This is an optimization exercise on Yosys and OpenROAD, whose aim is small area, a short achievable clock period and few clock cycles per item, not a production implementation.
No run shown here included a check of the RTL's function; only the layout flow was run.
No activity file was given, so power comes from the tool's default toggle rates.

===== flow/config.mk =====
export PLATFORM = sky130hd
export DESIGN_NAME = tick_pipeline
export DESIGN_NICKNAME = tick_pipeline
export VERILOG_FILES = /design/flow/design.v
export SDC_FILE = /design/flow/constraint.sdc
export NUM_CORES = 4
export LEC_CHECK = 0
export CAP_MARGIN = 20
export CORE_MARGIN = 2
export CORE_UTILIZATION = 40
export SETUP_SLACK_MARGIN = 2.0
export SLEW_MARGIN = 20

===== flow/constraint.sdc =====
create_clock -name core_clock -period 5.5 [get_ports {clk}]
set_input_delay 1.1000 -clock core_clock [delete_from_list [all_inputs] [get_ports {clk}]]
set_output_delay 1.1000 -clock core_clock [all_outputs]
set_load 0.01 [all_outputs]

===== flow/design.v =====
`timescale 1ns/1ps
module ma_core_ema(clk, upd, ld, in_price, out_avg);
  parameter ALPHA_SH = 4;
  parameter ARCH = 3;
  localparam W = 32 + ALPHA_SH;
  input clk;
  input upd;                
  input ld;                 
  input  [31:0] in_price;
  output [31:0] out_avg;
  reg [31:0] out_avg;
  wire [W-1:0] x_ext = {{ALPHA_SH{in_price[31]}}, in_price};
  wire [W-1:0] x_shl = {in_price, {ALPHA_SH{1'b0}}};
  wire [W-1:0] a_ext = {{ALPHA_SH{out_avg[31]}}, out_avg};
  wire [W-1:0] a_shl = {out_avg, {ALPHA_SH{1'b0}}};
  wire [W-1:0] t;
  wire [W-1:0] opx = ({W{upd}} & x_ext) | ({W{ld}} & x_shl);
  generate
    if (ALPHA_SH == 1) begin : g_two
      wire [W-1:0] opa = ({W{upd}} & a_ext) | ({W{~upd & ~ld}} & a_shl);
      prefix_add #(.W(W), .ARCH(ARCH)) u_add (.a(opx), .b(opa), .ci(1'b0), .s(t));
    end else begin : g_csa
      wire [W-1:0] p = {W{~ld}} & a_shl;
      wire [W-1:0] n = {W{upd}} & ~a_ext;
      wire [W-1:0] s = opx ^ p ^ n;
      wire [W-1:0] c = (opx & p) | (opx & n) | (p & n);
      prefix_add #(.W(W), .ARCH(ARCH)) u_add (.a(s), .b({c[W-2:0], 1'b0}), .ci(upd), .s(t));
    end
  endgenerate
  always @(posedge clk)
    out_avg <= t[W-1:ALPHA_SH];
endmodule
module prefix_add(a, b, ci, s);
  parameter W = 32;
  parameter ARCH = 3;
  localparam L = $clog2(W + 1);
  input  [W-1:0] a, b;
  input          ci;
  output [W-1:0] s;
  reg [W:0] g, p, gn, pn;
  integer k, i, j;
  always @* begin
    g = {a & b, ci};
    p = {a ^ b, 1'b0};
    if (ARCH == 0) begin
      for (k = 0; k < L; k = k + 1) begin
        gn = g; pn = p;
        for (i = 0; i <= W; i = i + 1)
          if ((i >> k) & 1) begin
            j = ((i >> k) << k) - 1;
            gn[i] = g[i] | (p[i] & g[j]);
            pn[i] = p[i] & p[j];
          end
        g = gn; p = pn;
      end
    end else if (ARCH == 1) begin
      for (k = 0; k < L; k = k + 1) begin
        gn = g; pn = p;
        for (i = 1 << k; i <= W; i = i + 1) begin
          gn[i] = g[i] | (p[i] & g[i - (1 << k)]);
          pn[i] = p[i] & p[i - (1 << k)];
        end
        g = gn; p = pn;
      end
    end else if (ARCH == 2) begin
      for (k = 0; k < L; k = k + 1)
        for (i = (2 << k) - 1; i <= W; i = i + (2 << k)) begin
          g[i] = g[i] | (p[i] & g[i - (1 << k)]);
          p[i] = p[i] & p[i - (1 << k)];
        end
      for (k = L - 1; k > 0; k = k - 1)
        for (i = (3 << (k - 1)) - 1; i <= W; i = i + (2 << (k - 1)))
          if (((i + 1) >> (k - 1)) % 2 == 1 && i >= (2 << (k - 1))) begin
            g[i] = g[i] | (p[i] & g[i - (1 << (k - 1))]);
            p[i] = p[i] & p[i - (1 << (k - 1))];
          end
    end else begin
      for (k = 0; k < L; k = k + 1) begin
        gn = g; pn = p;
        for (i = 1; i <= W; i = i + 2)
          if (i >= (1 << k)) begin
            gn[i] = g[i] | (p[i] & g[i - (1 << k)]);
            pn[i] = p[i] & p[i - (1 << k)];
          end
        g = gn; p = pn;
      end
      for (i = 2; i <= W; i = i + 2) begin
        g[i] = g[i] | (p[i] & g[i - 1]);
        p[i] = p[i] & p[i - 1];
      end
    end
  end
  assign s = (a ^ b) ^ g[W-1:0];
endmodule
`timescale 1ns/1ps
module tick_pipeline(
  clk, rst, in_valid, in_price, out_valid, out_signal, fast_dbg, slow_dbg
);
  parameter FAST_ALPHA_SH = 1;
  parameter SLOW_ALPHA_SH = 6;
  input clk;
  input rst;
  input in_valid;
  input  [31:0] in_price;
  output        out_valid;
  output [1:0]  out_signal;
  output [31:0] fast_dbg;
  output [31:0] slow_dbg;
  reg        seeded;
  reg        tick_upd, tick_ld;
  reg [31:0] tick_x;
  wire accept = in_valid & ~rst;
  wire seen   = seeded | tick_upd | tick_ld;
  always @(posedge clk) begin
    tick_upd <= accept & seen;
    tick_ld  <= accept & ~seen;
    tick_x   <= in_price;
    seeded   <= ~rst & seen;
  end
  reg out_valid_r;
  reg [1:0] signal_r;
  wire [31:0] fast_avg, slow_avg;
  ma_core_ema #(.ALPHA_SH(FAST_ALPHA_SH)) u_fast (
    .clk(clk), .upd(tick_upd), .ld(tick_ld),
    .in_price(tick_x), .out_avg(fast_avg)
  );
  ma_core_ema #(.ALPHA_SH(SLOW_ALPHA_SH)) u_slow (
    .clk(clk), .upd(tick_upd), .ld(tick_ld),
    .in_price(tick_x), .out_avg(slow_avg)
  );
  always @(posedge clk) begin
    out_valid_r <= (tick_upd | tick_ld) & ~rst;
    if (!tick_upd)
      signal_r <= 2'b00;
    else if (fast_avg > slow_avg)
      signal_r <= 2'b01;
    else if (fast_avg < slow_avg)
      signal_r <= 2'b11;
    else
      signal_r <= 2'b00;
  end
  assign out_valid  = out_valid_r;
  assign out_signal = signal_r;
  assign fast_dbg   = fast_avg;
  assign slow_dbg   = slow_avg;
endmodule

===== flow/flow/run.sh =====
#!/bin/bash
set -euo pipefail
bash standard.sh "BUFFER_PORTS_ARGS=-buffer_cell sky130_fd_sc_hd__buf_2" finish > flow.log 2>&1

===== flow/standard.sh =====
#!/bin/bash
# synth_recipe.tcl (not shown) runs the flow's synth.tcl, then flattens the netlist and writes it again
# the make line also repeats each setting of config.mk as NAME=value (left out here)
make -C /OpenROAD-flow-scripts/flow DESIGN_CONFIG=/design/flow/config.mk WORK_HOME=/design/flow/orfs CLKGATE_MAP_FILE= SYNTH_SCRIPT=/design/flow/synth_recipe.tcl "${@:-finish}"

==> results of run 1 <==
## per-layer routing
| layer | GRT usage, % | wire length [µm] | vias up |
|---|---|---|---|
| li1 | - | - | 3160 |
| met1 | 28.7 | 10000 | 3207 |
| met2 | 38.7 | 11000 | 160 |
| met3 | 3.50 | 981 | 37 |
| met5 | 0 | 0 | - |
| met4 | 6.45 | 512 | 0 |
## synthesized netlist by cell type (3+ instances only)
library cell / instances / area (µm²)
a211oi_1: 3 / 22.5
a21o_1: 27 / 203
a21oi_1: 46 / 230
a22o_1: 31 / 272
and2_1: 8 / 50.1
and3_1: 3 / 18.8
buf_1: 3 / 11.3
clkbuf_1: 19 / 71.3
dfxtp_1: 102 / 2040
fa_1: 62 / 1240
ha_1: 104 / 1300
inv_1: 98 / 368
nand2_1: 135 / 507
nand2b_1: 14 / 87.6
nand3_1: 6 / 30.0
nand4_1: 13 / 81.3
nor2_1: 52 / 195
nor2b_1: 37 / 231
nor4_1: 3 / 18.8
o21a_1: 5 / 37.5
o21ai_0: 20 / 100
o21ai_1: 5 / 25.0
o21bai_1: 4 / 30.0
xnor2_1: 21 / 184
xor2_1: 13 / 114
## area by class of cell
type | instances | area (µm²) | share of cell area, %
Sequential cell | 102 | 2050 | 21.4
Inverter | 100 | 375 | 3.91
Multi-Input combinational cell | 649 | 5670 | 59.1
Tap cell | 265 | 332 | 3.46
Timing Repair Buffer | 138 | 926 | 9.65
Clock inverter | 2 | 12.5 | 0.130
Clock buffer | 11 | 233 | 2.43
## registers in the layout, indices dropped and copies added, names as in the netlist
name and count:
u_fast.out_avg 32, signal_r 2, out_valid_r 1, tick_upd 1
seeded 1, tick_x 32, tick_ld 1, u_slow.out_avg 32
## power groups by stage
stage                     sequential [µW]  combinational [µW]  clock (µW)
after floorplan                      1340                1650           0
after detailed placement             1400                2420           0
after global placement               1410                2370           0
final                                1380                2690         589
after CTS                            1380                2600         610
after global routing                 1410                3070         632
## cells by family (layout without fill, tap and decap cells)
group,count (synthesis),count (layout),share of synthesized area [%]
AND/OR/NAND/NOR,283,284,16.7
adder cells (fa/ha/maj),166,166,32.6
AO/OA/AOI/OAI,164,164,14.7
buffers and inverters,122,251,5.87
flip-flops,102,102,26.2
XOR/XNOR,34,34,3.82
multiplexers,1,1,0.128
## metrics by stage
step	total power [µW]	setup slack, ns
after CTS	4580	1.84
after floorplan	3000	2.00
after detailed placement	3820	1.29
after global placement	3780	1.37
after global routing	5110	1.77
final	4660	1.86
## worst min path at each step
stage | startpoint | to | cells past startpoint
global route | seeded | tick_ld | 1
global placement | seeded | tick_ld | 1
CTS | seeded | tick_ld | 1
finish | seeded | tick_ld | 1
floorplan | seeded | tick_ld | 1
detailed placement | seeded | tick_ld | 1
## repair_timing
action,4_1_cts,5_1_grt
cloned,2,1
endpoints found under the setup margin,38,24
gates resized for setup,37,40
setup buffers,24,9
pin swaps,23,19
==> results by group, run 1 <==
Setup path
  • Delay-heaviest family, CP: adder cells
  • Startpoint types: register
  • Critical R2R Launch: tick_upd
  • Internal reg-to-reg setup slack: 1.86 ns
  • Setup CP Type: register to register
  • Stages on the worst setup path: 14
  • Critical path, cell by cell: buf_8 > nor2b_4 > fa_2 > ha_4 > nand2_4 > a21o_1 > a211oi_2 > o31a_1 > a21oi_4 > o21ai_4 > a41oi_2 > buf_4 > fa_1 > inv_1
  • Crit path buffers/inverters: 3
  • Worst Path Max Fanout: 8
  • Worst setup EP type: register
  • CP Data Required Time: 5.76 ns
  • Crit-path max cell delay: between 0.4 and 0.5 ns
  • Register-to-Register Path Depth: 14
  • Slowest cell on the critical path: fa_1
  • Arr. time, crit path: slightly below 4 ns
  • RR Endpoint: u_slow.out_avg[27]
  • Crit path capture: u_slow.out_avg[27]
  • Critical path startpoint: tick_upd

Routing
  • Drt via density: between 5 and 6
  • Pre-antenna DRT Iters: 5
  • Routed WL: 22500 µm
  • Residual DRC: 0
  • DRT antenna net count: 0
  • Vias post-DR: 6564
  • Iter 0 DRT Violations: 330
  • Drt wl/cell: 17.8 µm

Floorplanning
  • Initial cell density of the core: 40.5%
  • Die H: 144 µm
  • Overall die width: between 100 and 150 µm
  • Core footprint: 19300 µm²
  • Ports: 102
  • Die area: 20600 µm²
  • Row Count: 51

Clock tree
  • CTS tree: done
  • Worst-path clk slew: ~0.07 ns
  • Hold buffers post-CTS: 0
  • Clk latency of the worst-skew pair: 0.36 ns
  • Sink Count: just over 100
  • Buffers from clock root to sink, at most: 2
  • Clock root buffer: clkbuf_16
  • CTS buffer count: 9
  • H-tree level count: 3

Timing
  • Final setup viols: 0
  • Pins Over Slew Limit: 0
  • Worst Skew: 0.00907 ns
  • Fmax: 275 MHz
  • RSZ-0062 raised after global routing: true
  • Slew @ Worst Pin: approximately 0.55 ns
  • Hold_ws: 0.407 ns
  • Final worst-path cycle share: between 60% and 70%
  • Fin Setup TNS: 0 ns
  • Final min period: roughly 3.6 ns
  • Slew headroom: a little over three fifths
  • Final hold violation count: 0

Layout
  • Design Area, Final: 9590 µm²
  • Commonest non-fill, non-tap cells in the layout: nand2_1, buf_2, dfxtp_1, inv_1, ha_1
  • Post-Route Utilization: 49.8%
  • Antenna diodes: 0
  • Final Non-Filler Cells: 1267
  • Area growth syn-to-layout: 22.9%
  • Share of post-route cells with drive strength above 1: between 20% and 30%
  • Most common cell after layout, fill and taps aside: nand2_1
  • Nets: 1201
  • Fillers: 1904

Global routing
  • Largest net degree at the start of global routing: 40
  • All-layer global routing usage: 22.3%
  • First-pass GRT wire length: 34900 µm
  • Initial antenna violation count: 0
  • Vias in the first global route: 6724
  • Total grt overflow: 0

Place
  • Hpwl dp: 17000 µm
  • Port buffer count: 101
  • RD Place Congestion: 0.922
  • Area post-placement: 8640 µm²
  • Dpl cells: between 1000 and 1500

Pwr
  • Clk network pwr share: 12.7%
  • Net Sw Power: 2130 µW
  • Max IR drop VDD: 0.000227 V
  • Comb pwr share: between 50% and 60%
  • Pleak: 0.00499 µW
  • P_int: 2530 µW
  • Pwr/cell area: 486 nW/µm²
  • Net Sw Frac: 45.8%
  • Seq pwr share: between 20% and 30%

Status
  • Outcome: finished clean

Job
  • Max Cap Violations: 0

Logic synthesis
  • Part of the Yosys area used for sequential elements: around a quarter
  • Post-synthesis register bit count: just over 100
  • Mapped Cells: 872
  • Number of synthesized flops with an enable pin: 0
  • Asr flop ratio synth: 0%
  • Post-synth design cell area: ~8000 µm²
  • Syn. warnings: 5
  • Mean Syn Cell Area: 8.95 µm²
  • Post-synth net total: around 1100
  • Ys flop type: dfxtp_1
  • Distinct cells, synth: 55

Worst hold path
  • Worst Hold Class: register to register
==> run 2: changes to the inputs <==
--- a/flow/design.v
+++ b/flow/design.v
@@ -1,7 +1,7 @@
 `timescale 1ns/1ps
 module ma_core_ema(clk, upd, ld, in_price, out_avg);
   parameter ALPHA_SH = 4;
-  parameter ARCH = 3;
+  parameter ARCH = 0;
   localparam W = 32 + ALPHA_SH;
   input clk;
   input upd;                
@@ -32,7 +32,7 @@
 endmodule
 module prefix_add(a, b, ci, s);
   parameter W = 32;
-  parameter ARCH = 3;
+  parameter ARCH = 0;
   localparam L = $clog2(W + 1);
   input  [W-1:0] a, b;
   input          ci;
==> run 2 against run 1 <==
Area after synthesis up 2.7%. Cell area up 4.0%. Flip-flop and latch count unchanged. Non-clock buffer count down 3. Clock power up 7.6%. Combinational power up 12%. Worst setup slack better by 0.20 ns. Fmax up 5.8%.
==> results by group, run 2 <==
Place
  • RD Place Congestion: ~0.85
  • Area post-placement: 8790 µm²
  • Port buffer count: a little over 100
  • Dpl cells: ~1300
  • Hpwl dp: 17500 µm

Clock tree
  • Buffers from clock root to sink, at most: 2
  • H-tree level count: 3
  • Worst-path clk slew: 0.07 ns
  • Clock root buffer: clkbuf_16
  • CTS tree: done
  • Sink Count: about 100
  • Clk latency of the worst-skew pair: 0.36 ns
  • CTS buffer count: 9

Logic synthesis
  • Mapped Cells: 917
  • Post-synthesis register bit count: between 100 and 150
  • Asr flop ratio synth: 0%
  • Mean Syn Cell Area: between 8 and 9 µm²
  • Syn. warnings: 5
  • Part of the Yosys area used for sequential elements: 25.5%
  • Synth top cells by count: ha_1, dfxtp_1, inv_1
  • Number of synthesized flops with an enable pin: 0
  • Post-synth net total: 1095
  • Top-count cell post-synth: ha_1
  • Ys flop type: dfxtp_1
  • Largest area contributor in the netlist: dfxtp_1
  • Synth top area share: 25.5%
  • Top cells by area, synth: dfxtp_1, ha_1, fa_1, a22o_1, inv_1
  • Distinct cells, synth: 70
  • Post-synth design cell area: 8020 µm²

Floorplanning
  • Ports: 102
  • Row Count: 51
  • Die H: 146 µm
  • Die area: 21200 µm²
  • Core footprint: just under 20000 µm²
  • Initial cell density of the core: 40.9%
  • Overall die width: about 150 µm

Setup path
  • Worst setup EP type: register
  • Worst Path Max Fanout: 7
  • Startpoint types: register
  • Setup CP Type: register to register
  • Arr. time, crit path: 3.69 ns
  • CP Data Required Time: 5.75 ns

Status
  • Outcome: finished clean

Layout
  • Area growth syn-to-layout: 24.5%
  • Post-Route Utilization: 50.9%
  • Design Area, Final: around 10000 µm²
  • Antenna diodes: 0
  • Share of post-route cells with drive strength above 1: 21.9%
  • Nets: between 1000 and 1500
  • Fillers: 1897
  • Commonest non-fill, non-tap cells in the layout: buf_2, dfxtp_1, inv_1, nand2_1, ha_1
  • Top flop regs: tick_x: 32 flops, u_fast.out_avg: 32 flops, u_slow.out_avg: 32 flops
  • Most common cell after layout, fill and taps aside: buf_2
  • Final Non-Filler Cells: around 1300

Pwr
  • Pwr Total: between 5000 and 6000 µW
  • Pwr/cell area: between 500 and 600 nW/µm²
  • Max IR drop VDD: 0.000209 V
  • Pleak: between 0.004 and 0.005 µW

Timing
  • Worst Skew: 0.0163 ns
  • Final min period: 3.44 ns
  • Slew headroom: 61.9%
  • Pins Over Slew Limit: 0
  • Fin Setup TNS: 0 ns
  • Final hold violation count: 0
  • Final worst-path cycle share: 62.6%
  • Final setup viols: 0
  • Slew @ Worst Pin: 0.566 ns
  • Fmax: 290 MHz
  • RSZ-0062 raised after global routing: true

Routing
  • Routed WL: between 20000 and 25000 µm
  • Iter 0 DRT Violations: around 420
  • Drt wl/cell: ~18 µm
  • Vias post-DR: about 7100
  • Residual DRC: 0
  • Pre-antenna DRT Iters: 5
  • Drt via density: 5.44
  • DRT antenna net count: 0

Global routing
  • Initial antenna violation count: 0
  • First-pass GRT wire length: 36600 µm
  • Vias in the first global route: 6851
  • Total grt overflow: 0
  • Largest net degree at the start of global routing: 49
  • All-layer global routing usage: 21.7%

Job
  • Max Cap Violations: 0

Worst hold path
  • Worst Hold Class: register to register
==> run 2: cell count changes after synthesis, sizes merged, moves of 8 or more <==
| cell | delta |
|---|---|
| nand2 | -45 |
| a22o | +15 |
| nor3 | +13 |
| xnor2 | +8 |
| nand2b | +8 |
| nand3 | +9 |
| fa | -23 |
| a22oi | +8 |
==> run 2: layout make-up <==
type | count | area, µm² | area share [%]
inverter | 94 | 353 | 3.54
clock buffer | 11 | 253 | 2.53
timing repair buffer | 135 | 965 | 9.67
tap | 265 | 332 | 3.32
sequential | 102 | 2050 | 20.5
multi-input combinational | 694 | 5990 | 60.1
clock inverter | 5 | 32.5 | 0.326
==> run 2: worst paths after layout <==
check                               from                  to  slack (ns)  depth (start not counted)
worst max-delay path            tick_upd  u_slow.out_avg[26]        2.06                         14
worst max register to register  tick_upd  u_slow.out_avg[26]        2.06                         14
worst min register to register    seeded             tick_ld        0.42                          1
worst min-delay path              seeded             tick_ld        0.42                          1
==> run 2: worst max-delay path, stage by stage, from the launching register on <==
cell and delay (ns):
dfxtp_4 0.38, buf_12 0.15, clkbuf_16 0.15, nand2_1 0.07, fa_1 0.58, inv_1 0.05, ha_1 0.33, nand2_4 0.10
nor4_4 0.31, a2111oi_4 0.08, buf_6 0.16, a211oi_4 0.35, nor3_1 0.11, fa_1 0.39, xnor2_1 0.13
==> run 2: routing by layer <==
| metal | vias to the layer above | global-route usage, % | share of wire (%) |
|---|---|---|---|
| li1 | 3447 | - | - |
| met1 | 3415 | 29.9 | 46 |
| met2 | 224 | 35.4 | 47 |
| met3 | 25 | 3.73 | 6.0 |
| met4 | 0 | 5.54 | 1.2 |
| met5 | - | 0 | 0 |
==> run 2: repair_timing <==
item | 4_1_cts | 5_1_grt
pin swaps | 8 | 34
gates resized for setup | 25 | 66
hold buffers | 0 | 0
gates cloned | 0 | 4
hold endpoints to repair | 0 | 0
endpoints found under the setup margin | 40 | 14
setup buffers | 13 | 13
==> run 2: power breakdown <==
group / switching [µW] / leakage [µW] / internal [µW] / total (µW)
Combinational: 1640 / 0.00394 / 1360 / 3000
Sequential: 352 / 0.000859 / 1020 / 1370
Clock: 302 / 0.000142 / 332 / 634
==> run 2: logic make-up after synthesis <==
group,share of synthesized area [%]
DFF,25.5
xor gates and xnor gates,4.59
and+or+nand+nor,17.4
adders and majority gates,26.0
AOI/OAI and AO/OA,20.6
muxes,0.250
buffers and inverters,5.71
==> run 2: per-stage QoR <==
step / hold WS, ns / setup slack, ns
floorplan: 0.399 / 2.01
global placement: 0.426 / 1.29
detailed placement: 0.415 / 1.19
CTS: 0.425 / 2.00
global route: 0.445 / 1.91
finish: 0.424 / 2.06

[what the ideal ports hide]
The flow's constraints put no driver on any port. The routed layouts listed below were extracted and timed again, unchanged, in two steps. Step 1 assumes that a clkbuf_16 drives the clock port and a buf_2 every other input. Step 2 adds t to the input delays and takes it off the output delays; t is the mean of the earliest and latest rising clock arrival at the registers after step 1. Input paths then give back, and output paths get back, about the clock's delay inside the block. Three values: ideal ports, drivers, drivers and shift; two values: the first two.
| run | shift t [ns] | setup WS [ns] | worst register clock-pin slew, ns |
|---|---|---|---|
| run 1 | 0.402 | 1.859 / 1.859 / 1.859 | 0.07 / 0.07 |
| run 2 | 0.400 | 2.057 / 2.057 / 2.057 | 0.08 / 0.08 |
After both steps every run listed still meets setup and hold.
